Source: an optimization exercise on an open RTL-to-GDS flow (aim: small area and a short achievable clock period). Production flows keep margins and buffers that such runs may drop. The RTL was checked by simulation tests, not by an equivalence proof against the original design. Power figures rest on the tool's default switching activity, not on a simulated workload.

// matrix_dot_4x4
module matrix_dot_4x4 (
    input clk,
    input reset,
    input [7:0] A_in_0, A_in_1, A_in_2, A_in_3,
    input [7:0] B_in_0, B_in_1, B_in_2, B_in_3,
    output [31:0] C_out_00, C_out_01, C_out_02, C_out_03,
    output [31:0] C_out_10, C_out_11, C_out_12, C_out_13,
    output [31:0] C_out_20, C_out_21, C_out_22, C_out_23,
    output [31:0] C_out_30, C_out_31, C_out_32, C_out_33
);
    reg [7:0] a0_0, a0_1, a0_2;
    reg [9:1] xa0_0, xa0_1, xa0_2;
    reg [7:0] a1_0, a1_1, a1_2;
    reg [9:1] xa1_0, xa1_1, xa1_2;
    reg [7:0] a2_0, a2_1, a2_2;
    reg [9:1] xa2_0, xa2_1, xa2_2;
    reg [7:0] a3_0, a3_1, a3_2;
    reg [9:1] xa3_0, xa3_1, xa3_2;
    reg [7:0] b0_0, b0_1, b0_2;
    reg [7:0] b1_0, b1_1, b1_2;
    reg [7:0] b2_0, b2_1, b2_2;
    reg [7:0] b3_0, b3_1, b3_2;
    reg [9:1] xb0_0, xb0_1, xb0_2;
    wire [9:1] a3n0;
    PE_x3 ua3n0 (.v(A_in_0), .y(a3n0));
    wire [9:1] a3n1;
    PE_x3 ua3n1 (.v(A_in_1), .y(a3n1));
    wire [9:1] a3n2;
    PE_x3 ua3n2 (.v(A_in_2), .y(a3n2));
    wire [9:1] a3n3;
    PE_x3 ua3n3 (.v(A_in_3), .y(a3n3));
    wire [9:1] b3n0;
    PE_x3 ub3n0 (.v(B_in_0), .y(b3n0));
    always @(posedge clk) begin
  ...
Size: ~5300 cells after synthesis, about 1100 flip-flops, ~580 I/O pins.
Settings: LEC_CHECK=0, CAP_MARGIN=0, CORE_MARGIN=2, CORE_UTILIZATION=40, CTS_CLUSTER_DIAMETER=120, CTS_CLUSTER_SIZE=24, SETUP_SLACK_MARGIN=2.6, SLEW_MARGIN=0, SYNTH_HIERARCHICAL=1, TNS_END_PERCENT=5; clock period 5.0 ns.
standard.sh (not shown) runs the stock make flow with config.mk's settings and CLKGATE_MAP_FILE= SYNTH_SCRIPT=/design/flow/synth_recipe.tcl, a recipe that flattens the netlist after the stock synthesis.
==> flow/flow/run.sh <==
#!/bin/bash
# Layout flow: the standard layout (standard.sh), with the port buffers
# made of plain buffers instead of the delay-cell footprint buffer_ports picks
# by default. Every tool's output goes to standard.log in this folder.
set -euo pipefail
export BUFFER_PORTS_ARGS="-buffer_cell sky130_fd_sc_hd__buf_2"
bash standard.sh finish > standard.log 2>&1
The baseline finished clean.
Then changed:
==> flow/run.sh (new file) <==
#!/bin/bash
# synth_recipe.tcl (not shown) runs the flow's synth.tcl, then flattens the netlist and writes it again
# the make line also repeats each setting of config.mk as NAME=value (left out here)
make -C /OpenROAD-flow-scripts/flow DESIGN_CONFIG=/design/flow/config.mk WORK_HOME=/design/flow/orfs CLKGATE_MAP_FILE= SYNTH_SCRIPT=/design/flow/synth_recipe.tcl finish
CAP_MARGIN = 5   (was 0)
SLEW_MARGIN = 5   (was 0)
TNS_END_PERCENT = 20   (was 5)
removed: flow/flow/run.sh
removed: flow/standard.sh
Effect: The changed run completed without violations. Routed wire length increases slightly. Clock-buffer cell count decreases by 4. Maximum frequency came out lower by a few percent. Combinational power climbs by a few percent. Power went up slightly. Final area goes up by a few percent.
Then changed:
==> flow/flow/run.sh (new file) <==
#!/bin/bash
# Layout flow: the standard layout (standard.sh), with the port buffers
# made of plain buffers instead of the delay-cell footprint buffer_ports picks
# by default. Every tool's output goes to standard.log in this folder.
set -euo pipefail
export BUFFER_PORTS_ARGS="-buffer_cell sky130_fd_sc_hd__buf_2"
bash standard.sh finish > standard.log 2>&1
==> flow/standard.sh (new file) <==
#!/bin/bash
# synth_recipe.tcl (not shown) runs the flow's synth.tcl, then flattens the netlist and writes it again
# the make line also repeats each setting of config.mk as NAME=value (left out here)
make -C /OpenROAD-flow-scripts/flow DESIGN_CONFIG=/design/flow/config.mk WORK_HOME=/design/flow/orfs CLKGATE_MAP_FILE= SYNTH_SCRIPT=/design/flow/synth_recipe.tcl "${@:-finish}"
CAP_MARGIN = 0   (was 5)
CTS_CLUSTER_DIAMETER = 135   (was 120)
CTS_CLUSTER_SIZE = 27   (was 24)
SLEW_MARGIN = 0   (was 5)
TNS_END_PERCENT = 5   (was 20)
removed: flow/run.sh
=> The new run produced a clean layout. Register-to-register slack hardly moves. Global-route usage goes down by 0.17 points. Cell count stays flat. Total power falls by a few percent. Die area stays the same.
Then changed:
CORE_UTILIZATION = 34   (was 40)
CTS_CLUSTER_DIAMETER = 120   (was 135)
CTS_CLUSTER_SIZE = 24   (was 27)
Clock-buffer cell count rose by 6.
Cell count rose by 4.4%.
Via count hardly moves.
Die area rose by 17%.

[what the ideal ports hide]
No port has a modelled driver above. Below, the same layouts with a new extraction and two added sets of constraints. Step 1 (the two cells are an assumption about what drives the block):
set clk [get_ports {clk}]
set_driving_cell -lib_cell sky130_fd_sc_hd__clkbuf_16 $clk
set_driving_cell -lib_cell sky130_fd_sc_hd__buf_2 [delete_from_list [all_inputs] $clk]
Step 2, shift: input delay + t, output delay - t, t = (earliest + latest rising clock arrival at the registers) / 2. This alone moves slack from input paths to output paths. Three values: no drivers, after step 1, after step 2; two values: the first two.
run | t, ns | setup WS [ns] | worst hold slack (ns) | worst register clock-pin slew, ns | pins driven straight from the clock port
the first run | 0.748 | 2.480 / 2.480 / 1.837 | 0.365 / 0.365 / 0.365 | 0.11 / 0.11 | 1
the second run | 0.748 | 2.381 / 2.301 / 1.732 | 0.330 / 0.330 / 0.330 | 0.10 / 0.10 | 1
the third run | 0.738 | 2.467 / 2.467 / 1.836 | 0.350 / 0.350 / 0.350 | 0.11 / 0.11 | 1
the fourth run | 0.760 | 2.465 / 2.465 / 1.759 | 0.369 / 0.369 / 0.369 | 0.10 / 0.10 | 1
After both steps setup and hold are still met in every run listed. For the fourth run, which loses most, drivers alone change the setup slack by 0.000 ns; drivers and shift together by -0.706 ns.
